Source: an optimization exercise on an open RTL-to-GDS flow (aim: small area). Production flows keep margins and buffers that such runs may drop. Where RTL was checked, it was by simulation tests only, not by an equivalence proof against the original. The RTL of runs 1 and 2 was laid out without a check of its function. Power and IR drop assume default switching activity.

==> design/flow/config.mk <==
export PLATFORM = sky130hd
export DESIGN_NAME = voices
export DESIGN_NICKNAME = voices
export VERILOG_FILES = /design/flow/design.v
export SDC_FILE = /design/flow/constraint.sdc
export NUM_CORES = 4
export LEC_CHECK = 0
export ABC_AREA = 1
export CAP_MARGIN = 20
export CORE_MARGIN = 2
export CORE_UTILIZATION = 40
export SLEW_MARGIN = 20
==> design/flow/standard.sh <==
#!/bin/bash
# synth_recipe.tcl (not shown) runs the flow's synth.tcl, then flattens the netlist and writes it again
# the make line also repeats each setting of config.mk as NAME=value (left out here)
make -C /OpenROAD-flow-scripts/flow DESIGN_CONFIG=/design/flow/config.mk WORK_HOME=/design/flow/orfs CLKGATE_MAP_FILE= SYNTH_SCRIPT=/design/flow/synth_recipe.tcl "${@:-finish}"
==> design/flow/flow/run.sh <==
#!/bin/bash
# Standard ORFS layout with three changes:
#  - after floorplanning, the logic between the registers is remapped for area
#    (OpenROAD restructure, flow/rmp.tcl),
#  - the port buffers are made of the smallest buffer cell,
#  - the clock tree is built of clkbuf_8 cells without dummy loads.
set -euo pipefail
W=$(pwd)
python3 flow/dontuse_lib.py "$FLOW_HOME/platforms/sky130hd/config.mk" \
  "$FLOW_HOME/platforms/sky130hd/lib/sky130_fd_sc_hd__tt_025C_1v80.lib" "$W/rmp.lib" > dontuse_lib.log 2>&1
export RMP_LIB="$W/rmp.lib"
export POST_FLOORPLAN_TCL="$W/flow/rmp.tcl"
export BUFFER_PORTS_ARGS="-buffer_cell sky130_fd_sc_hd__buf_1"
export CTS_ARGS="-sink_clustering_enable -repair_clock_nets -buf_list sky130_fd_sc_hd__clkbuf_8 -sink_clustering_size 18 -sink_clustering_max_diameter 60 -dont_use_dummy_load"
bash standard.sh finish > standard.log 2>&1
==> design/flow/constraint.sdc <==
create_clock -name core_clock -period 20.0 [get_ports {clk}]
set_input_delay 4.0000 -clock core_clock [delete_from_list [all_inputs] [get_ports {clk}]]
set_output_delay 4.0000 -clock core_clock [all_outputs]
set_load 0.01 [all_outputs]
==> design/flow/flow/dontuse_lib.py <==
"""Copy a liberty file without the cells the platform marks don't-use.

usage: dontuse_lib.py PLATFORM_CONFIG_MK IN_LIB OUT_LIB
"""
import re
import sys

cfg, src, dst = sys.argv[1:4]
text = open(cfg).read()
m = re.search(r"export DONT_USE_CELLS \+= \\\n((?:.*\\\n)*.*\n)", text)
names = set(re.findall(r"sky130_\w+", m.group(1)))
lib = open(src).read()
out = []
pos = 0
dropped = 0
for cm in re.finditer(r'\n\s*cell\s*\(\s*"?(\w+)"?\s*\)\s*\{', lib):
    if cm.group(1) not in names or cm.start() < pos:
        continue
    # find the matching closing brace
    depth = 0
    i = cm.end() - 1
    while True:
        c = lib[i]
        if c == "{":
            depth += 1
        elif c == "}":
            depth -= 1
            if depth == 0:
                break
        i += 1
    out.append(lib[pos:cm.start()])
    pos = i + 1
    dropped += 1
out.append(lib[pos:])
open(dst, "w").write("".join(out))
print(f"dropped {dropped} of {len(names)} don't-use cells")
==> design/flow/flow/rmp.tcl <==
# Area recovery on the synthesized logic, after floorplanning (POST_FLOORPLAN_TCL).
# The registers are left as they are; only the logic between them is remapped,
# with a liberty file that leaves out the platform's don't-use cells.
restructure -liberty_file $::env(RMP_LIB) -target area \
  -tielo_port sky130_fd_sc_hd__conb_1/LO -tiehi_port sky130_fd_sc_hd__conb_1/HI \
  -work_dir $::env(OBJECTS_DIR) -abc_logfile $::env(LOG_DIR)/2_1_restructure_abc.log
restructure -liberty_file $::env(RMP_LIB) -target area \
  -tielo_port sky130_fd_sc_hd__conb_1/LO -tiehi_port sky130_fd_sc_hd__conb_1/HI \
  -work_dir $::env(OBJECTS_DIR) -abc_logfile $::env(LOG_DIR)/2_1_restructure2_abc.log
==> design/flow/design.v <==
module voices (
    input  logic        clk,
    input  logic        rst_n,
    input  logic        sample_strobe,
    input  logic [63:0] freq_in,
    input  logic [47:0] pulse_width_in,
    input  logic [31:0] wave_ctrl_in,
    input  logic [15:0] attack_in,
    input  logic [15:0] decay_in,
    input  logic [15:0] sustain_in,
    input  logic [15:0] release_in,
    output logic [15:0] left_out,
    output logic [15:0] right_out
);
logic [6:0] t;           
logic       run;         
logic [2:0] kb;          
logic       fresh;       
wire [4:0] u = t[4:0];
function automatic logic win(input logic [4:0] x, input integer lo, input integer hi);
    logic [31:0] m;
    integer k;
    for (k = 0; k < 32; k = k + 1) m[k] = (k >= lo) && (k <= hi);
    win = m[x];
endfunction
wire last = run & (kb == 3'd6) & (u == 5'd5);
logic b1, b2, b3;
always_comb begin
    case (kb)
        3'd1:    {b1, b2, b3} = {run, 1'b0, 1'b0};
        3'd2:    {b1, b2, b3} = {run, run, 1'b0};
        3'd3,
        3'd4:    {b1, b2, b3} = {run, run, run};
        3'd5:    {b1, b2, b3} = {1'b0, run, run};
        3'd6:    {b1, b2, b3} = {1'b0, 1'b0, run};
        default: {b1, b2, b3} = 3'b000;
    endcase
end
wire [1:0] v1 = t[6:5];            
always_ff @(posedge clk) begin
    if (!rst_n) begin
        t     <= 7'd0;
        run   <= 1'b0;
        fresh <= 1'b1;
    end else begin
        t <= t + 7'd1;
        if (!run) begin
            if (sample_strobe) begin
                run <= 1'b1;
                kb  <= 3'd0;
            end
        end else begin
            if (u == 5'd31) kb <= kb + 3'd1;
            if (last) begin
                run   <= 1'b0;
                fresh <= 1'b0;
            end
        end
    end
end
logic [127:0] X, Y;
logic xin17, xin25, yin1, yin17;    
always_ff @(posedge clk) begin
    X <= {X[126:25], xin25, X[23:17], xin17, X[15:0], X[127]};
    Y <= {Y[126:17], yin17, Y[15:1], yin1, Y[127]};
end
wire y0  = Y[0]  & ~fresh;
wire y1  = Y[1]  & ~fresh;
wire y2  = Y[2]  & ~fresh;
wire y16 = Y[16] & ~fresh;
wire x8  = X[8]  & ~fresh;
wire x16 = X[16] & ~fresh;
wire x2  = X[2]  | fresh;
wire x7  = X[7]  | fresh;
wire x24 = X[24] | fresh;
wire [3:0] sus_v = sustain_in[4*v1 +: 4];
wire       ss    = sus_v[u[1:0]];                  
wire       gate  = wave_ctrl_in[8*v1];
wire [3:0] att_v = attack_in[4*v1 +: 4];
wire [3:0] dec_v = decay_in[4*v1 +: 4];
wire [3:0] rel_v = release_in[4*v1 +: 4];
wire [15:0] frq_v = freq_in[16*v1 +: 16];
logic [11:0] pw_v;
logic [7:0]  wc_v;
always_comb begin
    case (v1)
        2'd0:    begin pw_v = pulse_width_in[47:36]; wc_v = wave_ctrl_in[31:24]; end
        2'd1:    begin pw_v = pulse_width_in[11:0];  wc_v = wave_ctrl_in[7:0];   end
        2'd2:    begin pw_v = pulse_width_in[23:12]; wc_v = wave_ctrl_in[15:8];  end
        default: begin pw_v = pulse_width_in[35:24]; wc_v = wave_ctrl_in[23:16]; end
    endcase
end
logic [2:0] st;          
logic       ge;          
logic       cmpe;        
logic       cyc, cye;    
function automatic logic [12:0] attack_k(input logic [3:0] c);
    case (c)
        4'd0:  attack_k = 13'd0;
        4'd1:  attack_k = 13'd1;
        4'd2:  attack_k = 13'd2;
        4'd3:  attack_k = 13'd3;
        4'd4:  attack_k = 13'd6;
        4'd5:  attack_k = 13'd9;
        4'd6:  attack_k = 13'd12;
        4'd7:  attack_k = 13'd14;
        4'd8:  attack_k = 13'd18;
        4'd9:  attack_k = 13'd46;
        4'd10: attack_k = 13'd93;
        4'd11: attack_k = 13'd149;
        4'd12: attack_k = 13'd187;
        4'd13: attack_k = 13'd561;
        4'd14: attack_k = 13'd937;
        default: attack_k = 13'd1499;
    endcase
endfunction
function automatic logic [12:0] dr_k(input logic [3:0] c);
    case (c)
        4'd0:  dr_k = 13'd0;
        4'd1:  dr_k = 13'd3;
        4'd2:  dr_k = 13'd8;
        4'd3:  dr_k = 13'd13;
        4'd4:  dr_k = 13'd20;
        4'd5:  dr_k = 13'd31;
        4'd6:  dr_k = 13'd37;
        4'd7:  dr_k = 13'd44;
        4'd8:  dr_k = 13'd55;
        4'd9:  dr_k = 13'd140;
        4'd10: dr_k = 13'd280;
        4'd11: dr_k = 13'd449;
        4'd12: dr_k = 13'd561;
        4'd13: dr_k = 13'd1687;
        4'd14: dr_k = 13'd2811;
        default: dr_k = 13'd4499;
    endcase
endfunction
function automatic logic [511:0] ktab2();
    logic [511:0] m;
    logic [12:0]  k;
    integer c, b, d;
    for (d = 0; d < 2; d = d + 1)
    for (c = 0; c < 16; c = c + 1) begin
        k = d ? dr_k(c[3:0]) : attack_k(c[3:0]);
        for (b = 0; b < 16; b = b + 1)
            m[d*256 + c*16 + b] = (b >= 3) ? k[b - 3] : 1'b0;
    end
    ktab2 = m;
endfunction
localparam logic [511:0] KT = ktab2();
wire [3:0] kc   = st[0] ? (st[2] ? dec_v : rel_v) : att_v;
wire       kbit = KT[{st[0], kc, u[3:0]}];
wire cmpv  = cmpe ^ ~st[0];
wire gp    = st[2];
wire nogt  = ~(gate ^ gp);                  
wire clr   = ~nogt | ge | cmpv;             
wire step  = nogt & ~cmpv & ge & (st[0] | (st[2] & ~st[1]));
wire inc   = step & ~st[0];
wire setss = nogt & st[1];
logic [2:0] nst;
always_comb begin
    if (!gp) nst = gate ? 3'b100 : ((st[0] & ~cmpv) ? 3'b001 : 3'b000);
    else if (!gate) nst = 3'b001;
    else if (st[1]) nst = 3'b110;
    else nst = cmpv ? (st[0] ? 3'b110 : 3'b101) : st;
end
wire gef = (u == 5'd3) ? 1'b1 : ge;
wire cef = (u == 5'd8) ? 1'b1 : cmpe;
wire cx  = st[0] ? (st[2] & ss) : (u[2:0] != 3'd0);
wire cyc_i = (u == 5'd19) ? 1'b1 : cyc;
wire cye_i = (u == 5'd16) ? 1'b1 : cye;
always_ff @(posedge clk) begin
    if (b1 & (u == 5'd2)) st <= {y0, y1, y2};
    if (b1 & win(u, 3, 15))
        ge <= (y0 & ~kbit) | (y0 & gef) | (~kbit & gef);
    if (b1 & win(u, 8, 15))
        cmpe <= (~x8 & cx) | (~x8 & cef) | (cx & cef);
    cyc <= cyc_i & y16;
    cye <= cye_i & ~(x16 ^ inc);
end
always_comb begin
    yin17 = Y[16];
    if (b1 & win(u, 16, 18))
        yin17 = (u[1:0] == 2'd0) ? nst[0] : (u[1:0] == 2'd1) ? nst[1] : nst[2];
    else if (b1 & win(u, 19, 31))
        yin17 = ~clr & (y16 ^ cyc_i);
end
always_comb begin
    xin17 = X[16];
    if (b1 & win(u, 16, 23))
        xin17 = setss ? ss : (step ? (x16 ^ cye_i) : x16);
end
logic pc, ovf, dly;
wire fbit = frq_v[u[3:0]];
wire pci  = (u == 5'd16) ? 1'b0 : pc;
wire pco  = (y0 & fbit) | (y0 & pci) | (fbit & pci);
always_comb begin
    yin1 = Y[0];
    if (b1 & u[4]) yin1 = y0 ^ fbit ^ pci;
end
always_ff @(posedge clk) begin
    pc  <= pco;
    if (b1 & (u == 5'd31)) ovf <= pco;
    dly <= x24;
end
always_comb begin
    xin25 = X[24];
    if (b2 & win(u, 0, 22))
        xin25 = ~ovf ? x24 : (u == 5'd0) ? (x2 ^ x7) : dly;
end
logic       pulse;       
logic [5:0] ph;          
logic [7:0] env;         
wire pwb = pw_v[u[3:0]];
wire puf = (u == 5'd0) ? 1'b1 : pulse;
always_ff @(posedge clk) begin
    if (b2 & win(u, 0, 11))
        pulse <= (Y[12] & ~pwb) | (Y[12] & puf) | (~pwb & puf);
    if (b2 & win(u, 6, 11))
        ph <= {Y[12], ph[5:1]};
    if (b2 & win(u, 0, 7))
        env <= {X[32], env[7:1]};
end
wire       mul = b2 & win(u, 16, 27);
wire [3:0] wi  = u[3:0];
wire       top = (wi == 4'd11);
function automatic logic [10:0] sine_lut(input logic [3:0] i);
    case (i)
        4'd0:  sine_lut = 11'd0;
        4'd1:  sine_lut = 11'd201;
        4'd2:  sine_lut = 11'd399;
        4'd3:  sine_lut = 11'd594;
        4'd4:  sine_lut = 11'd783;
        4'd5:  sine_lut = 11'd965;
        4'd6:  sine_lut = 11'd1137;
        4'd7:  sine_lut = 11'd1299;
        4'd8:  sine_lut = 11'd1447;
        4'd9:  sine_lut = 11'd1582;
        4'd10: sine_lut = 11'd1702;
        4'd11: sine_lut = 11'd1805;
        4'd12: sine_lut = 11'd1891;
        4'd13: sine_lut = 11'd1959;
        4'd14: sine_lut = 11'd2008;
        default: sine_lut = 11'd2037;
    endcase
endfunction
function automatic logic [255:0] stab();
    logic [255:0] m;
    logic [10:0]  l;
    integer c, b;
    for (c = 0; c < 16; c = c + 1) begin
        l = sine_lut(c[3:0]);
        for (b = 0; b < 16; b = b + 1)
            m[c*16 + b] = (b <= 10) ? l[b] : 1'b0;
    end
    stab = m;
endfunction
localparam logic [255:0] STAB = stab();
wire        lb  = STAB[{ph[3:0], wi}];
logic       sf;           
wire        sfi = (wi == 4'd0) ? ph[4] : sf;
always_ff @(posedge clk) sf <= ph[4] ? (sfi & lb) : (sfi | lb);
wire sine  = top ? (ph[5] ? (~ph[4] & ~sfi) : 1'b1)
                 : (lb ^ (ph[5] ? sfi : ph[4]));
wire saw   = Y[28];
wire trw   = top ? ph[5] : (saw ^ ph[5]);
logic noise;
always_comb begin
    case (wi)
        4'd4:  noise = X[44];
        4'd5:  noise = X[43];
        4'd6:  noise = X[41];
        4'd7:  noise = X[38];
        4'd8:  noise = X[37];
        4'd9:  noise = X[35];
        4'd10: noise = X[32];
        4'd11: noise = X[31];
        default: noise = 1'b0;
    endcase
end
wire wave = (|wc_v[7:3]) & (~wc_v[5] | saw) & (~wc_v[4] | trw) &
            (~wc_v[6] | pulse) & (~wc_v[7] | noise) & (~wc_v[3] | sine);
wire sbit = mul & (top ? ~wave : wave);
logic [7:0] acc;
wire       neg = sbit & top;
wire [7:0] xb  = {8{sbit}} & (env ^ {8{top}});
logic [8:0] cy;
logic [7:0] sm;
always_comb begin
    cy[0] = neg;
    for (int k = 0; k < 8; k++) begin
        sm[k]   = acc[k] ^ xb[k] ^ cy[k];
        cy[k+1] = (acc[k] & xb[k]) | (acc[k] & cy[k]) | (xb[k] & cy[k]);
    end
end
wire arith = (b2 & win(u, 28, 31)) | (b3 & win(u, 0, 3));
always_ff @(posedge clk) acc <= {arith ? acc[7] : (cy[8] ^ neg), sm[7:1]};
wire pbit = sm[0];
logic [17:0] mix;
logic        mc;
wire mixw  = (b2 & win(u, 20, 31)) | (b3 & win(u, 0, 5));
wire first = (kb == 3'd2) | ((kb == 3'd3) & win(u, 0, 5));
wire mm    = ~first & mix[0];
wire mci   = (u == 5'd20) ? 1'b0 : mc;
always_ff @(posedge clk) begin
    mc <= (pbit & mm) | (pbit & mci) | (mm & mci);
    if (mixw) mix <= {pbit ^ mm ^ mci, mix[17:1]};
end
assign left_out  = mix[17:2] & {16{~fresh}};
assign right_out = mix[17:2] & {16{~fresh}};
endmodule
==> results of run 1 <==
-- final cells by class --
| class | count | area, µm² |
|---|---|---|
| clock buffer | 24 | 330 |
| fill | 2619 | 15800 |
| inverter | 73 | 274 |
| multi-input combinational | 482 | 3040 |
| sequential | 321 | 6860 |
| tap | 378 | 473 |
| timing repair buffer | 248 | 983 |
-- per-stage QoR --
stage	setup WS [ns]	utilization (%)	power, W
2_1_floorplan	11.84	-	0.000734
3_3_place_gp	11.33	41.8	0.000757
3_5_place_dp	11.27	41.8	0.000757
4_1_cts	11.74	43.0	0.00104
5_1_grt	11.08	43.1	0.00107
6_report	11.71	43.1	0.00103
-- worst min-delay path by stage --
stage / start / endpoint / slack (ns) / depth (start not counted)
global route: X[67] / X[68] / 0.27 / 0
global placement: X[34] / X[35] / 0.31 / 0
floorplan: X[127] / X[0] / 0.31 / 0
CTS: X[67] / X[68] / 0.26 / 0
finish: X[63] / X[64] / 0.27 / 0
detailed placement: X[112] / X[113] / 0.31 / 0
-- registers in the layout, summed over array words and instances (netlist names), 3 cells and up --
signal and cells:
t 7, Y 128, ph 6, acc 8, mix 18, st 3, X 128, kb 3
env 8
-- power groups by stage --
stage	registers (W)	clock network (W)	logic (W)
CTS	0.000669	0.000298	0.0000733
global placement	0.000684	0	0.0000726
floorplan	0.000684	0	0.0000504
global route	0.000671	0.000320	0.0000815
detailed placement	0.000684	0	0.0000727
finish	0.000669	0.000284	0.0000750
-- worst reg2reg max path: cells and delay by family, from the launching register on --
family / cells / cell delay [ns]
xor+xnor: 1 / 0.08
compound gates: 16 / 3.71
simple gates: 10 / 1.13
buf+inv: 2 / 0.86
flops: 1 / 0.79
-- routing by layer --
metal | wire, µm | GRT usage, % | up-vias
li1 | - | - | 3813
met3 | 2020 | 3.16 | 61
met2 | 12500 | 29.7 | 348
met1 | 11100 | 20.6 | 3654
met5 | 0 | 0 | -
met4 | 1190 | 7.60 | 0
-- synth_stat cells, types with 3 or more instances --
cell type,count
nor2_4,3
o221ai_1,3
nand3_1,104
nor2_1,75
nand3b_1,3
edfxtp_1,43
buf_4,21
nor2_2,3
ha_1,20
o21ai_0,49
a211oi_1,4
a21oi_1,50
buf_2,24
inv_1,96
nand4_1,12
nand2_1,272
nand2_2,8
dfxtp_1,278
nor3_1,6
buf_6,3
xor2_1,9
a221oi_1,5
a22oi_1,24
inv_2,5
clkbuf_1,8
o211ai_1,7
fa_1,10
-- logic make-up (layout without fill, tap and decap cells) --
family	count (synthesis)	after routing	synth area share, %
compound gates	165	306	8.91
xor+xnor	10	3	0.776
fa+ha+maj	30	0	3.99
buf+inv	161	345	6.56
flops	321	321	60.7
mux	2	2	0.177
simple gates	495	171	18.9
==> qor.txt, run 1 <==
most frequent cells in the layout: dfxtp_1, buf_1, nor2_1
Net Sw Frac: 22.0%
Cell Rows: 61
IO buf count: 234
hold_buf cts: 0
Final Non-Filler Cells: 1,526
Area Overhead vs Synth: 5.93%
ys flop type: dfxtp_1
number of enable flip-flop cells after synthesis: 43
CTS buffer count: 24
status: complete, no violations
share of cells above drive strength 1: 3.75%
DP HPWL: 18,900 µm
delay of the slowest critical-path stage: 0.35 ns
Final Wtd Congestion: 0.877
sequential share of power: 65.1%
first-pass GRT wire length: 39,000 µm
CTS tree: done
clock-pin slew on the worst setup and hold paths: 0.10 ns
share of the synthesized area in the top cell type: 49.3%
Static Leakage: 4.25 nW
initial antenna violation count: 0
commonest non-fill, non-tap cell in the layout: dfxtp_1
maximum level of the CTS H-tree: 1
Crit. End Element: flop
vias per inst: 5.16
placed cell area: 0.0116 mm²
CP required: 20.22 ns
critical path depth: 26
Setup Fix Bufs, Post-CTS: 0
Avg WL per Cell: 17.6 µm
syn nets: 1,425
unrepaired setup endpoints after global routing: false
f_max: 121 MHz
CP Buf/Inv Count: 1
max_slew headroom: 26.5%
Crit Path Class: input pin to flop
TNS Setup: 0 ns
critical path startpoint: wave_ctrl_in[7]
Clk Tree Root Cell: clkbuf_8
warnings from Yosys: 1
Syn Area/Cell: 9.54 µm²
largest net degree at the start of global routing: 44
Clock Sinks: 321
worst vdd ir: 0.0535 mV
slowest stage cell, crit path: a311oi_1
Worst-Margin Slew: 1.09 ns
drt pass-1 iters: 8
vias in the first global route: 7,185
total gr overflow: 0
ANT nets after route: 0
Tcrit/Tclk final: 41.5%
Post-Route WL: 26,800 µm
CTS-repair resized insts: 0
Area contributors post-synth: dfxtp_1, edfxtp_1, nand2_1, nand3_1, inv_1
synthesized instance count: 1,184
r2r endpoint: acc[7]
CP top delay family: compound AO/OA/AOI/OAI gates
Power Dens Cells: 85.9 mW/mm²
Min Hold Slack: 0.265 ns
critical path endpoint: acc[7]
Die Width: 172 µm
Initial Utilization: 40.6%
Clk Latency, worst-skew pair: 0.54 ns
synthesized cell area: 0.0113 mm²
CP arrival: 8.51 ns
Comb power frac: 7.3%
R2R Path Start: t[2]
largest area contributor in the netlist: dfxtp_1
R2R setup slack: 13.15 ns
detailed-route via count: 7,876
startpoint types: input pin
Clk pwr share: 27.6%
post-route minimum period: 8.29 ns
class of the worst hold path: flop to flop
cells on worst reg2reg path: 29
layout net count: 1,361
CORE AREA: 0.0278 mm²
First DRT Iteration DRCs: 536
die height: 172 µm
Async S/R FF share, synth: 0%
clk_skew: 0.0901 ns
DP Cell Count: 1,502
GRT Total Usage: 17.0%
Critical Path Fanout Max: 8
final hold vios: 0
Synth cell types: 52
Max Slew Vio Count: 0
#FFs+latches synth: 321
internal power: 0.000802 W
maxcap violations: 0
Residual DRC: 0
# diodes: 0
die area: 0.0296 mm²
IO Count: 243
largest buffer count on any clock path: 3
Final Cell Area: 0.0120 mm²
register area share after synthesis: 60.7%
NetSw: 0.000226 W
count of final setup violators: 0
==> inputs of run 2 (changes only) <==
--- a/design/flow/design.v
+++ b/design/flow/design.v
@@ -134,21 +134,25 @@
         default: dr_k = 13'd4499;
     endcase
 endfunction
-function automatic logic [511:0] ktab2();
-    logic [511:0] m;
-    logic [12:0]  k;
-    integer c, b, d;
-    for (d = 0; d < 2; d = d + 1)
-    for (c = 0; c < 16; c = c + 1) begin
-        k = d ? dr_k(c[3:0]) : attack_k(c[3:0]);
-        for (b = 0; b < 16; b = b + 1)
-            m[d*256 + c*16 + b] = (b >= 3) ? k[b - 3] : 1'b0;
-    end
-    ktab2 = m;
-endfunction
-localparam logic [511:0] KT = ktab2();
-wire [3:0] kc   = st[0] ? (st[2] ? dec_v : rel_v) : att_v;
-wire       kbit = KT[{st[0], kc, u[3:0]}];
+wire [12:0] kval = st[0] ? dr_k(st[2] ? dec_v : rel_v) : attack_k(att_v);
+logic kbit;
+always_comb begin
+    case (u)
+        5'd3:  kbit = kval[0];
+        5'd4:  kbit = kval[1];
+        5'd5:  kbit = kval[2];
+        5'd6:  kbit = kval[3];
+        5'd7:  kbit = kval[4];
+        5'd8:  kbit = kval[5];
+        5'd9:  kbit = kval[6];
+        5'd10: kbit = kval[7];
+        5'd11: kbit = kval[8];
+        5'd12: kbit = kval[9];
+        5'd13: kbit = kval[10];
+        5'd14: kbit = kval[11];
+        default: kbit = kval[12];
+    endcase
+end
 wire cmpv  = cmpe ^ ~st[0];
 wire gp    = st[2];
 wire nogt  = ~(gate ^ gp);                  
==> qor.txt, run 2 <==
Filler cells: 2,773 (was 2,619)
largest net degree at the start of global routing: 43 (was 44)
IO buf count: 234 (unchanged)
first-pass GRT wire length: 40,000 µm (was 39,000 µm)
commonest non-fill, non-tap cell in the layout: dfxtp_1 (unchanged)
final hold vios: 0 (unchanged)
synthesized instance count: 1,200 (was 1,184)
# diodes: 0 (unchanged)
Residual DRC: 0 (unchanged)
most frequent cells after synthesis: dfxtp_1, nand2_1, inv_1, nor2_1, nand3_1 (was dfxtp_1, nand2_1, nand3_1, inv_1, nor2_1)
Hold Startpoint: X[68] (was X[63])
vias per inst: 5.12 (was 5.16)
Min Hold Slack: 0.291 ns (was 0.265 ns)
Crit. End Element: flop (unchanged)
Synth cell types: 60 (was 52)
startpoint types: input pin (unchanged)
detailed-route via count: 7,835 (was 7,876)
unrepaired setup endpoints after global routing: false (unchanged)
layout net count: 1,359 (was 1,361)
f_max: 120 MHz (was 121 MHz)
cells on worst reg2reg path: 27 (was 29)
most frequent cell after synthesis: dfxtp_1 (unchanged)
syn nets: 1,456 (was 1,425)
max_slew headroom: 31.1% (was 26.5%)
Power Dens Cells: 84.7 mW/mm² (was 85.9 mW/mm²)
R2R setup slack: 12.65 ns (was 13.15 ns)
placed cell area: 0.0117 mm² (was 0.0116 mm²)
Cell Rows: 62 (was 61)
class of the worst hold path: flop to flop (unchanged)
status: complete, no violations (unchanged)
ANT nets after route: 0 (unchanged)
GRT Total Usage: 16.5% (was 17.0%)
Endpoint, Worst Hold: X[69] (was X[64])
clk_skew: 0.0626 ns (was 0.0901 ns)
count of final setup violators: 0 (unchanged)
top flop regs: X (128), Y (128), mix (18) (unchanged)
maxcap violations: 0 (unchanged)
largest buffer count on any clock path: 3 (unchanged)
Setup Fix Bufs, Post-CTS: 0 (unchanged)
r2r endpoint: acc[7] (unchanged)
Final Cell Area: 0.0120 mm² (about the same)
vias in the first global route: 7,616 (was 7,185)
number of enable flip-flop cells after synthesis: 43 (unchanged)
Async S/R FF share, synth: 0% (unchanged)
Final Wtd Congestion: 0.901 (was 0.877)
die height: 174 µm (was 172 µm)
Worst-Margin Slew: 1.02 ns (was 1.09 ns)
critical path startpoint: wave_ctrl_in[3] (was wave_ctrl_in[7])
Clk Tree Root Cell: clkbuf_8 (unchanged)
Initial Utilization: 40.4% (was 40.6%)
CORE AREA: 0.0285 mm² (was 0.0278 mm²)
Area contributors post-synth: dfxtp_1, edfxtp_1, nand2_1, ha_1, nand3_1 (was dfxtp_1, edfxtp_1, nand2_1, nand3_1, inv_1)
initial antenna violation count: 0 (unchanged)
CTS tree: done (unchanged)
Clock Sinks: 321 (unchanged)
drt pass-1 iters: 5 (was 8)
Critical Path Fanout Max: 9 (was 8)
Die Width: 174 µm (was 172 µm)
Clk Latency, worst-skew pair: 0.54 ns (about the same)
Syn Area/Cell: 9.61 µm² (was 9.54 µm²)
Static Leakage: 4.11 nW (was 4.25 nW)
worst vdd ir: 0.0488 mV (was 0.0535 mV)
die area: 0.0302 mm² (was 0.0296 mm²)
First DRT Iteration DRCs: 671 (was 536)
Post-Route WL: 26,200 µm (was 26,800 µm)
Crit Path Class: input pin to flop (unchanged)
CTS-repair resized insts: 0 (unchanged)
CP arrival: 8.62 ns (was 8.51 ns)
register area share after synthesis: 59.4% (was 60.7%)
IO Count: 243 (unchanged)
share of the synthesized area in the top cell type: 48.2% (was 49.3%)
post-route minimum period: 8.33 ns (was 8.29 ns)
warnings from Yosys: 1 (unchanged)
maximum level of the CTS H-tree: 1 (unchanged)
share of cells above drive strength 1: 3.32% (was 3.75%)
CTS buffer count: 23 (was 24)
Worst Hold Path Cells: 0 (unchanged)
Area Overhead vs Synth: 3.97% (was 5.93%)
CP required: 20.30 ns (was 20.22 ns)
clock-pin slew on the worst setup and hold paths: 0.11 ns (was 0.10 ns)
ys flop type: dfxtp_1 (unchanged)
hold_buf cts: 0 (unchanged)
synthesized cell area: 0.0115 mm² (was 0.0113 mm²)
R2R Path Start: t[1] (was t[2])
most frequent cells in the layout: dfxtp_1, buf_1, nor2_1 (unchanged)
TNS Setup: 0 ns (unchanged)
#FFs+latches synth: 321 (unchanged)
Max Slew Vio Count: 0 (unchanged)
largest area contributor in the netlist: dfxtp_1 (unchanged)
Tcrit/Tclk final: 41.6% (was 41.5%)
DP HPWL: 18,700 µm (was 18,900 µm)
total gr overflow: 0 (unchanged)
Avg WL per Cell: 17.1 µm (was 17.6 µm)
[run 2: cell types whose count changed after synthesis, moves of 7 or more]
| cell | change |
|---|---|
| nor2_2 | +7 |
| nand3_1 | -21 |
| buf_2 | -10 |
| o21ai_0 | -10 |
| nand2_1 | -12 |
| nor2_1 | +17 |
| o21ai_1 | +7 |
| a21oi_1 | -12 |
| ha_1 | +15 |
[run 2: metal layers]
metal  vias up  track usage, %  part of all wire [%]
met2       330            28.7                    47
met4         0            6.93                   3.9
li1       3811               -                     -
met3        61            3.09                   7.2
met1      3633            20.1                    42
met5         -               0                     0
[run 2: worst max path at each step]
stage              to  slack (ns)  depth (start not counted)
2_1_floorplan  acc[7]       11.90                         20
3_3_place_gp   acc[7]       11.18                         23
6_report       acc[7]       11.67                         23
4_1_cts        acc[7]       11.64                         23
3_5_place_dp   acc[7]       11.07                         26
5_1_grt        acc[7]       11.07                         26
[run 2: cell families (layout without fill, tap and decap cells)]
logic type      Yosys count  in the layout  share of synthesized area [%]
mux                       1              3                         0.0868
flops                   321            321                           59.4
simple gates            504            193                           19.2
compound gates          158            287                           8.48
fa+ha+maj                46              0                           5.63
buf+inv                 158            338                           6.24
xor+xnor                 12              4                          0.911
[run 2: metrics by stage]
stage               utilization (%)  power (W)  instances  worst slack, ns
finish                         42.0    0.00102       1530            11.67
global route                   42.0    0.00106       1530            11.07
CTS                            42.0    0.00103       1530            11.64
detailed placement             40.9   0.000748       1507            11.07
global placement               40.9   0.000747       1507            11.18
floorplan                         -   0.000725       1200            11.90
[run 2: final cells by class]
type                    count  area, µm²  area share (%)
well taps                 384        480            4.01
repair buffers            243        946            7.89
flip-flops and latches    321       6860            57.2
clock buffers              23        317            2.64
multi-input cells         487       3120            26.0
inverters                  72        270            2.25
[run 2: worst max-delay path: stages]
cell       delay [ns]
buf_1            0.10
a22o_1           0.21
a221oi_1         0.35
nand2_1          0.09
nor4_1           0.28
nor3b_1          0.11
a311o_1          0.49
a2111o_1         0.35
and2_0           0.18
o22ai_1          0.20
nor2_1           0.08
o21ai_0          0.30
nor2_1           0.08
o21ai_0          0.28
nor2_1           0.08
o21ai_0          0.28
nor2_1           0.08
o21ai_0          0.28
nor2_1           0.08
o21ai_0          0.30
nor2_1           0.09
o21a_1           0.21
a2bb2oi_1        0.12
[run 2: power by group]
group / switching, W / leakage (nW) / internal (W)
Sequential: 0.00000446 / 2.64 / 0.000661
Clock: 0.000179 / 0.165 / 0.000103
Combinational: 0.0000418 / 1.30 / 0.0000269
==> inputs of run 3 (changes only) <==
--- a/design/flow/design.v
+++ b/design/flow/design.v
@@ -134,42 +134,36 @@
         default: dr_k = 13'd4499;
     endcase
 endfunction
-wire [12:0] kval = st[0] ? dr_k(st[2] ? dec_v : rel_v) : attack_k(att_v);
-logic kbit;
-always_comb begin
-    case (u)
-        5'd3:  kbit = kval[0];
-        5'd4:  kbit = kval[1];
-        5'd5:  kbit = kval[2];
-        5'd6:  kbit = kval[3];
-        5'd7:  kbit = kval[4];
-        5'd8:  kbit = kval[5];
-        5'd9:  kbit = kval[6];
-        5'd10: kbit = kval[7];
-        5'd11: kbit = kval[8];
-        5'd12: kbit = kval[9];
-        5'd13: kbit = kval[10];
-        5'd14: kbit = kval[11];
-        default: kbit = kval[12];
-    endcase
-end
-wire cmpv  = cmpe ^ ~st[0];
+function automatic logic [255:0] ktab(input logic dr);
+    logic [255:0] m;
+    logic [12:0]  k;
+    integer c, b;
+    for (c = 0; c < 16; c = c + 1) begin
+        k = dr ? dr_k(c[3:0]) : attack_k(c[3:0]);
+        for (b = 0; b < 16; b = b + 1)
+            m[c*16 + b] = (b >= 3) ? k[b - 3] : 1'b0;
+    end
+    ktab = m;
+endfunction
+localparam logic [255:0] KATT = ktab(1'b0);
+localparam logic [255:0] KDR  = ktab(1'b1);
+wire [3:0] drc  = st[2] ? dec_v : rel_v;
+wire       kbit = st[0] ? KDR[{drc, u[3:0]}] : KATT[{att_v, u[3:0]}];
 wire gp    = st[2];
 wire nogt  = ~(gate ^ gp);                  
-wire clr   = ~nogt | ge | cmpv;             
-wire step  = nogt & ~cmpv & ge & (st[0] | (st[2] & ~st[1]));
+wire clr   = ~nogt | ge | cmpe;             
+wire step  = nogt & ~cmpe & ge & (st[0] | (st[2] & ~st[1]));
 wire inc   = step & ~st[0];
 wire setss = nogt & st[1];
 logic [2:0] nst;
 always_comb begin
-    if (!gp) nst = gate ? 3'b100 : ((st[0] & ~cmpv) ? 3'b001 : 3'b000);
+    if (!gp) nst = gate ? 3'b100 : ((st[0] & ~cmpe) ? 3'b001 : 3'b000);
     else if (!gate) nst = 3'b001;
     else if (st[1]) nst = 3'b110;
-    else nst = cmpv ? (st[0] ? 3'b110 : 3'b101) : st;
+    else nst = cmpe ? (st[0] ? 3'b110 : 3'b101) : st;
 end
 wire gef = (u == 5'd3) ? 1'b1 : ge;
 wire cef = (u == 5'd8) ? 1'b1 : cmpe;
-wire cx  = st[0] ? (st[2] & ss) : (u[2:0] != 3'd0);
 wire cyc_i = (u == 5'd19) ? 1'b1 : cyc;
 wire cye_i = (u == 5'd16) ? 1'b1 : cye;
 always_ff @(posedge clk) begin
@@ -177,7 +171,9 @@
     if (b1 & win(u, 3, 15))
         ge <= (y0 & ~kbit) | (y0 & gef) | (~kbit & gef);
     if (b1 & win(u, 8, 15))
-        cmpe <= (~x8 & cx) | (~x8 & cef) | (cx & cef);
+        cmpe <= ~st[0] ? (cef & x8) :
+                st[2]  ? ((~x8 & ss) | (~x8 & cef) | (ss & cef)) :
+                         (cef & ~x8);
     cyc <= cyc_i & y16;
     cye <= cye_i & ~(x16 ^ inc);
 end
==> design/flow/flow/run.sh (replaced) <==
#!/bin/bash
# Standard ORFS layout with three changes:
#  - after floorplanning, the logic between the registers is remapped for area
#    (OpenROAD restructure, flow/rmp.tcl),
#  - the port buffers are made of the smallest buffer cell,
#  - the clock tree is built of clkbuf_16 cells without dummy loads.
set -euo pipefail
W=$(pwd)
python3 flow/dontuse_lib.py "$FLOW_HOME/platforms/sky130hd/config.mk" \
  "$FLOW_HOME/platforms/sky130hd/lib/sky130_fd_sc_hd__tt_025C_1v80.lib" "$W/rmp.lib" > dontuse_lib.log 2>&1
export RMP_LIB="$W/rmp.lib"
export POST_FLOORPLAN_TCL="$W/flow/rmp.tcl"
export BUFFER_PORTS_ARGS="-buffer_cell sky130_fd_sc_hd__buf_1"
export CTS_ARGS="-sink_clustering_enable -repair_clock_nets -buf_list sky130_fd_sc_hd__clkbuf_16 -sink_clustering_size 36 -sink_clustering_max_diameter 80 -dont_use_dummy_load"
bash standard.sh finish > standard.log 2>&1
==> qor.txt, run 3 <==
hold_buf cts: 0 (unchanged)
top flop regs: X (128), Y (128), mix (18) (unchanged)
maximum level of the CTS H-tree: 1 (unchanged)
Synth Area in Adders: 3.98% (was 5.63%)
CORE AREA: 0.0279 mm² (was 0.0285 mm²)
Synth Area in Simple Gates: 19.4% (was 19.2%)
most frequent cell after synthesis: dfxtp_1 (unchanged)
vias per inst: 5.10 (was 5.12)
Worst-Margin Slew: 0.881 ns (was 1.02 ns)
status: complete, no violations (unchanged)
Clk Latency, worst-skew pair: 0.49 ns (was 0.54 ns)
r2r endpoint: acc[7] (unchanged)
Crit. End Element: flop (unchanged)
Area contributors post-synth: dfxtp_1, edfxtp_1, nand2_1, nand3_1, inv_1 (was dfxtp_1, edfxtp_1, nand2_1, ha_1, nand3_1)
largest net degree at the start of global routing: 40 (was 43)
Initial Utilization: 40.6% (was 40.4%)
Syn Area/Cell: 9.76 µm² (was 9.61 µm²)
share of the synthesized area in the top cell type: 49.2% (was 48.2%)
#FFs+latches synth: 321 (unchanged)
CP top delay family: compound AO/OA/AOI/OAI gates (unchanged)
Final Non-Filler Cells: 1,486 (was 1,530)
critical path depth: 25 (was 23)
Residual DRC: 0 (unchanged)
Avg WL per Cell: 16.0 µm (was 17.1 µm)
ys flop type: dfxtp_1 (unchanged)
Clock Sinks: 321 (unchanged)
synthesized instance count: 1,160 (was 1,200)
total gr overflow: 0 (unchanged)
CTS tree: done (unchanged)
Crit Path Class: input pin to flop (unchanged)
critical path endpoint: acc[7] (unchanged)
CP Buf/Inv Count: 2 (was 1)
CTS-repair resized insts: 0 (unchanged)
Filler cells: 2,660 (was 2,773)
Max Slew Vio Count: 0 (unchanged)
largest buffer count on any clock path: 3 (unchanged)
Min Hold Slack: 0.309 ns (was 0.291 ns)
maxcap violations: 0 (unchanged)
Critical Path Fanout Max: 8 (was 9)
R2R setup slack: 11.75 ns (was 12.65 ns)
IO Count: 243 (unchanged)
count of final setup violators: 0 (unchanged)
CP arrival: 8.64 ns (was 8.62 ns)
compound-gate portion of the synthesized area: 8.14% (was 8.48%)
Area Overhead vs Synth: 3.76% (was 3.97%)
Async S/R FF share, synth: 0% (unchanged)
Tcrit/Tclk final: 42.3% (was 41.6%)
initial antenna violation count: 0 (unchanged)
IO buf count: 234 (unchanged)
commonest non-fill, non-tap cell in the layout: dfxtp_1 (unchanged)
share of cells above drive strength 1: 2.26% (was 3.32%)
warnings from Yosys: 1 (unchanged)
Power Dens Cells: 87.0 mW/mm² (was 84.7 mW/mm²)
Final Wtd Congestion: 0.906 (was 0.901)
register area share after synthesis: 60.6% (was 59.4%)
post-route minimum period: 8.45 ns (was 8.33 ns)
clk_skew: 0.0581 ns (was 0.0626 ns)
die height: 172 µm (was 174 µm)
die area: 0.0297 mm² (was 0.0302 mm²)
DP Cell Count: 1,472 (was 1,507)
fraction of synthesized area in multiplexers: 0% (was 0.0868%)
number of enable flip-flop cells after synthesis: 43 (unchanged)
XOR/XNOR Fraction of Synth Area: 0.851% (was 0.911%)
max_slew headroom: 40.8% (was 31.1%)
main combinational cell family by area after synthesis: simple AND/OR/NAND/NOR gates (unchanged)
most frequent cells in the layout: dfxtp_1, buf_1, nor2_1 (unchanged)
First DRT Iteration DRCs: 513 (was 671)
Static Leakage: 4.06 nW (was 4.11 nW)
Cell Rows: 61 (was 62)
fin util: 42.2% (was 42.0%)
largest area contributor in the netlist: dfxtp_1 (unchanged)
unrepaired setup endpoints after global routing: false (unchanged)
Synth cell types: 55 (was 60)
syn nets: 1,401 (was 1,456)
critical path startpoint: wave_ctrl_in[31] (was wave_ctrl_in[3])
synthesized cell area: 0.0113 mm² (was 0.0115 mm²)
final hold vios: 0 (unchanged)
cells on worst reg2reg path: 32 (was 27)
detailed-route via count: 7,579 (was 7,835)
TNS Setup: 0 ns (unchanged)
layout net count: 1,320 (was 1,359)
CP required: 20.19 ns (was 20.30 ns)
clock-pin slew on the worst setup and hold paths: 0.12 ns (was 0.11 ns)
Clk Tree Root Cell: clkbuf_16 (was clkbuf_8)
Die Width: 172 µm (was 174 µm)
f_max: 118 MHz (was 120 MHz)
first-pass GRT wire length: 35,400 µm (was 40,000 µm)
startpoint types: input pin (unchanged)
Post-Route WL: 23,800 µm (was 26,200 µm)
worst vdd ir: 0.0724 mV (was 0.0488 mV)
R2R Path Start: t[0] (was t[1])
class of the worst hold path: flop to flop (unchanged)
slowest stage cell, crit path: nor4_1 (was a311o_1)
ANT nets after route: 0 (unchanged)
most frequent cells after synthesis: dfxtp_1, nand2_1, inv_1, nand3_1, nor2_1 (was dfxtp_1, nand2_1, inv_1, nor2_1, nand3_1)
delay of the slowest critical-path stage: 0.38 ns (was 0.49 ns)
Setup Fix Bufs, Post-CTS: 0 (unchanged)
DP HPWL: 17,500 µm (was 18,700 µm)
drt pass-1 iters: 6 (was 5)
GRT Total Usage: 15.1% (was 16.5%)
CTS buffer count: 13 (was 23)
vias in the first global route: 6,862 (was 7,616)
==> run 3: cell types whose count changed after synthesis, sizes merged, moves of 8 or more <==
cell,before,now
a221oi,1,9
buf,40,48
or2,10,2
a21oi,38,23
a22oi,31,20
ha,35,20
nand2,268,260
==> run 3: kinds of logic (layout without fill, tap and decap cells) <==
kind of cell               after synthesis  in the layout
muxes                                    0              2
xor gates and xnor gates                11              5
AOI/OAI and AO/OA                      143            280
DFF                                    321            321
buffers and inverters                  166            324
other                                    0              1
and+or+nand+nor                        489            175
adders and majority gates               30              0
==> run 3: stage by stage <==
stage               cell area, µm²  worst slack, ns  total power (W)
finish                       11700            11.55          0.00102
global route                 11700            10.73          0.00106
floorplan                    11300            11.88         0.000739
detailed placement           11400            11.06         0.000745
global placement             11400            11.20         0.000745
CTS                          11700            11.52          0.00104
==> run 3: report_power, final <==
part / internal [W] / switching [W]
combinational: 0.0000273 / 0.0000361
clock: 0.000118 / 0.000172
sequential: 0.000662 / 0.00000615
total: 0.000808 / 0.000215
==> run 3: worst reg2reg max path: cells and delay by family (launching register included) <==
kind | cells | cell delay (ns)
AO/OA/AOI/OAI | 15 | 3.42
buffers and inverters | 4 | 1.45
flip-flops | 1 | 0.82
AND/OR/NAND/NOR | 11 | 2.06
XOR/XNOR | 2 | 0.25
==> run 3: area by class of cell <==
cell class	count	area [µm²]	share of cell area (%)
Inverter	70	263	2.24
Antenna cell	1	2.50	0.0213
Sequential cell	321	6860	58.4
Tap cell	378	473	4.03
Multi-Input combinational cell	462	2890	24.6
Timing Repair Buffer	241	931	7.93
Clock buffer	13	325	2.77
==> run 3: routing by layer <==
layer	track usage (%)	up-vias	wire [µm]
met2	26.3	270	11100
met1	18.7	3555	10400
li1	-	3707	-
met3	2.08	47	1340
met5	0	-	0
met4	6.76	0	989
==> run 3: worst min-delay path by stage <==
| stage | endpoint | cells after the start | from |
|---|---|---|---|
| after floorplan | X[0] | 0 | X[127] |
| after global placement | X[7] | 0 | X[6] |
| after detailed placement | X[117] | 0 | X[116] |
| after CTS | X[96] | 0 | X[95] |
| after global routing | X[96] | 0 | X[95] |
| final | X[96] | 0 | X[95] |
==> inputs of run 4 (changes only) <==
==> design/flow/flow/run.sh (replaced) <==
#!/bin/bash
# Standard ORFS layout with three changes:
#  - after floorplanning, the logic between the registers is remapped for area
#    (OpenROAD restructure, flow/rmp.tcl),
#  - the port buffers are made of the smallest buffer cell,
#  - the clock tree is built of clkbuf_8 cells without dummy loads.
set -euo pipefail
W=$(pwd)
python3 flow/dontuse_lib.py "$FLOW_HOME/platforms/sky130hd/config.mk" \
  "$FLOW_HOME/platforms/sky130hd/lib/sky130_fd_sc_hd__tt_025C_1v80.lib" "$W/rmp.lib" > dontuse_lib.log 2>&1
export RMP_LIB="$W/rmp.lib"
export POST_FLOORPLAN_TCL="$W/flow/rmp.tcl"
export BUFFER_PORTS_ARGS="-buffer_cell sky130_fd_sc_hd__buf_1"
export CTS_ARGS="-sink_clustering_enable -repair_clock_nets -buf_list sky130_fd_sc_hd__clkbuf_8 -sink_clustering_size 22 -sink_clustering_max_diameter 50 -dont_use_dummy_load"
bash standard.sh finish > standard.log 2>&1
--- a/design/flow/config.mk
+++ b/design/flow/config.mk
@@ -8,5 +8,5 @@
 export ABC_AREA = 1
 export CAP_MARGIN = 20
 export CORE_MARGIN = 2
-export CORE_UTILIZATION = 40
+export CORE_UTILIZATION = 55
 export SLEW_MARGIN = 20
==> qor.txt, run 4 <==
status: complete, no violations (unchanged)
IO Count: 243 (unchanged)
startpoint types: input pin (unchanged)
total power: 0.00101 W (was 0.00102 W)
Comb power frac: 6.3% (was 6.2%)
CTS-repair resized insts: 0 (unchanged)
Synth cell types: 55 (unchanged)
Crit. End Element: flop (unchanged)
maxcap violations: 0 (unchanged)
final hold vios: 0 (unchanged)
Static Leakage: 4.07 nW (was 4.06 nW)
Clock Sinks: 321 (unchanged)
Syn Area/Cell: 9.76 µm² (unchanged)
clock-pin slew on the worst setup and hold paths: 0.12 ns (about the same)
warnings from Yosys: 1 (unchanged)
DP HPWL: 16,500 µm (was 17,500 µm)
Max Slew Vio Count: 0 (unchanged)
Clk Latency, worst-skew pair: 0.52 ns (was 0.49 ns)
Critical Path Fanout Max: 8 (unchanged)
first-pass GRT wire length: 35,300 µm (was 35,400 µm)
Async S/R FF share, synth: 0% (unchanged)
CTS tree: done (unchanged)
die height: 147 µm (was 172 µm)
maximum level of the CTS H-tree: 1 (unchanged)
Hold Startpoint: Y[127] (was X[95])
worst vdd ir: 0.0840 mV (was 0.0724 mV)
Clk Tree Root Cell: clkbuf_8 (was clkbuf_16)
most frequent cells after synthesis: dfxtp_1, nand2_1, inv_1, nand3_1, nor2_1 (unchanged)
CTS buffer count: 23 (was 13)
largest buffer count on any clock path: 3 (unchanged)
Residual DRC: 0 (unchanged)
sequential share of power: 66.2% (was 65.4%)
Avg WL per Cell: 16.4 µm (was 16.0 µm)
IO buf count: 234 (unchanged)
layout net count: 1,332 (was 1,320)
NetSw: 0.000214 W (was 0.000215 W)
ANT nets after route: 0 (unchanged)
Power Dens Cells: 86.7 mW/mm² (was 87.0 mW/mm²)
detailed-route via count: 7,564 (was 7,579)
cells on worst reg2reg path: 33 (was 32)
GRT Total Usage: 20.1% (was 15.1%)
ys flop type: dfxtp_1 (unchanged)
class of the worst hold path: flop to flop (unchanged)
synthesized cell area: 0.0113 mm² (unchanged)
f_max: 119 MHz (was 118 MHz)
number of enable flip-flop cells after synthesis: 43 (unchanged)
Final Wtd Congestion: 0.889 (was 0.906)
post-route minimum period: 8.38 ns (was 8.45 ns)
largest area contributor in the netlist: dfxtp_1 (unchanged)
register area share after synthesis: 60.6% (unchanged)
Crit Path Class: input pin to flop (unchanged)
Cell Rows: 52 (was 61)
vias per inst: 5.45 (was 5.10)
Setup Fix Bufs, Post-CTS: 0 (unchanged)
Net Sw Frac: 21.3% (was 21.0%)
First DRT Iteration DRCs: 507 (was 513)
# diodes: 0 (was 1)
Clk pwr share: 27.4% (was 28.4%)
CP arrival: 8.63 ns (was 8.64 ns)
vias in the first global route: 7,040 (was 6,862)
count of final setup violators: 0 (unchanged)
share of the synthesized area in the top cell type: 49.2% (unchanged)
die area: 0.0217 mm² (was 0.0297 mm²)
R2R Path Start: t[0] (unchanged)
Endpoint, Worst Hold: Y[0] (was X[96])
initial antenna violation count: 0 (unchanged)
R2R setup slack: 12.33 ns (was 11.75 ns)
Die Width: 147 µm (was 172 µm)
CORE AREA: 0.0202 mm² (was 0.0279 mm²)
most frequent cells in the layout: dfxtp_1, buf_1, nor2_1 (unchanged)
syn nets: 1,401 (unchanged)
most frequent cell after synthesis: dfxtp_1 (unchanged)
total gr overflow: 0 (unchanged)
commonest non-fill, non-tap cell in the layout: dfxtp_1 (unchanged)
largest net degree at the start of global routing: 41 (was 40)
dpl ws: 11.06 ns (about the same)
hold_buf cts: 0 (unchanged)
CP required: 20.25 ns (was 20.19 ns)
top flop regs: X (128), Y (128), mix (18) (unchanged)
min setup slack post-route: 11.62 ns (was 11.55 ns)
internal power: 0.000793 W (was 0.000808 W)
Initial Utilization: 55.9% (was 40.6%)
max_slew headroom: 45.5% (was 40.8%)
unrepaired setup endpoints after global routing: false (unchanged)
TNS Setup: 0 ns (unchanged)
Worst-Margin Slew: 0.816 ns (was 0.881 ns)
synthesized instance count: 1,160 (unchanged)
Worst Hold Path Cells: 0 (unchanged)
Area contributors post-synth: dfxtp_1, edfxtp_1, nand2_1, nand3_1, inv_1 (unchanged)
#FFs+latches synth: 321 (unchanged)
share of cells above drive strength 1: 3.31% (was 2.26%)
Area Overhead vs Synth: 2.60% (was 3.76%)
drt pass-1 iters: 8 (was 6)
clk_skew: 0.0505 ns (was 0.0581 ns)
r2r endpoint: acc[7] (unchanged)
Post-Route WL: 22,800 µm (was 23,800 µm)
Tcrit/Tclk final: 41.9% (was 42.3%)
-- run 4: cell count changes in the layout (fill, tap and decap cells not counted) --
cell and delta:
buf_4 +2, clkbuf_16 -13, clkbuf_8 +23, diode_2 -1
-- run 4: metal layers --
metal / wire length, µm / vias to the layer above / part of all wire [%] / track usage [%]
met4: 770 / 0 / 3.4 / 7.88
met2: 10600 / 283 / 46 / 33.8
li1: - / 3729 / - / -
met3: 1330 / 55 / 5.8 / 3.06
met1: 10100 / 3497 / 44 / 26.2
met5: 0 / - / 0 / 0
-- run 4: through the flow --
step / util [%] / hold slack (ns) / area [µm²] / instances
global route: 57.4 / 0.306 / 11600 / 1389
CTS: 57.4 / 0.300 / 11600 / 1389
finish: 57.4 / 0.298 / 11600 / 1389
global placement: 55.8 / 0.310 / 11300 / 1366
floorplan: - / 0.310 / 11300 / 1160
detailed placement: 55.8 / 0.312 / 11300 / 1366
-- run 4: how the worst max path moves through the flow --
| stage | startpoint | depth (start not counted) | endpoint | slack [ns] |
|---|---|---|---|---|
| finish | wave_ctrl_in[31] | 25 | acc[7] | 11.62 |
| global route | wave_ctrl_in[31] | 25 | acc[7] | 10.94 |
| CTS | wave_ctrl_in[31] | 25 | acc[7] | 11.60 |
| detailed placement | wave_ctrl_in[31] | 25 | acc[7] | 11.06 |
| global placement | wave_ctrl_in[31] | 25 | acc[7] | 11.14 |
| floorplan | wave_ctrl_in[5] | 20 | acc[7] | 11.88 |
-- run 4: cell type report --
cell class | count | area (µm²)
inverters | 70 | 263
clock buffers | 23 | 317
fillers | 1795 | 8620
flip-flops and latches | 321 | 6860
repair buffers | 243 | 946
multi-input cells | 462 | 2890
well taps | 270 | 338
-- run 4: cells by family (layout without fill, tap and decap cells) --
kind of cell | after synthesis | after routing | synth area share [%]
muxes | 0 | 2 | 0
and+or+nand+nor | 489 | 175 | 19.4
adders and majority gates | 30 | 0 | 3.98
buffers and inverters | 166 | 336 | 7.03
DFF | 321 | 321 | 60.6
AOI/OAI and AO/OA | 143 | 280 | 8.14
xor gates and xnor gates | 11 | 5 | 0.851
-- run 4: power groups by stage --
stage / sequential (W) / clock (W) / combinational [W]
after floorplan: 0.000692 / 0 / 0.0000465
after global placement: 0.000682 / 0 / 0.0000624
after detailed placement: 0.000682 / 0 / 0.0000628
after CTS: 0.000667 / 0.000287 / 0.0000632
after global routing: 0.000669 / 0.000312 / 0.0000703
final: 0.000667 / 0.000276 / 0.0000637
-- run 4: critical path, cell delays in order --
cell,delay [ns]
buf_1,0.07
a222oi_1,0.29
o21ai_0,0.25
o2111a_1,0.24
nor4_1,0.42
a2111oi_0,0.18
buf_4,0.19
o221ai_1,0.11
nor2_1,0.06
o21ai_0,0.31
nor2_1,0.11
o21ai_0,0.27
nor2_1,0.08
o21ai_0,0.27
nor2_1,0.08
o21ai_0,0.28
nor2_1,0.08
o21ai_0,0.25
nor2_1,0.08
o21ai_0,0.27
nor2_1,0.08
o21ai_0,0.26
nor2_1,0.09
o21a_1,0.18
xnor2_1,0.12

## what the ideal ports hide
Ports are ideal in the flow. The routed layouts listed here were re-timed in OpenROAD. Step 1 assumes that a clkbuf_16 drives the clock port and a buf_2 every other input. Step 2 times the ports against the registers' clock, not the clock port: input delays grow and output delays shrink by t, the midpoint of the rising clock arrivals with the driver on. Three values: no drivers, after step 1, after step 2; two values: the first two.
run | shift t [ns] | setup slack, ns | pins driven straight from the clock port
run 1 | 0.534 | 11.708 / 11.724 / 11.190 | 1
run 2 | 0.545 | 11.672 / 11.685 / 11.140 | 1
run 3 | 0.503 | 11.548 / 11.570 / 11.067 | 1
run 4 | 0.544 | 11.621 / 11.637 / 11.093 | 1
After both steps every run listed still meets setup and hold. For run 2, which loses most, drivers alone change the setup slack by +0.013 ns; drivers and shift together by -0.532 ns.
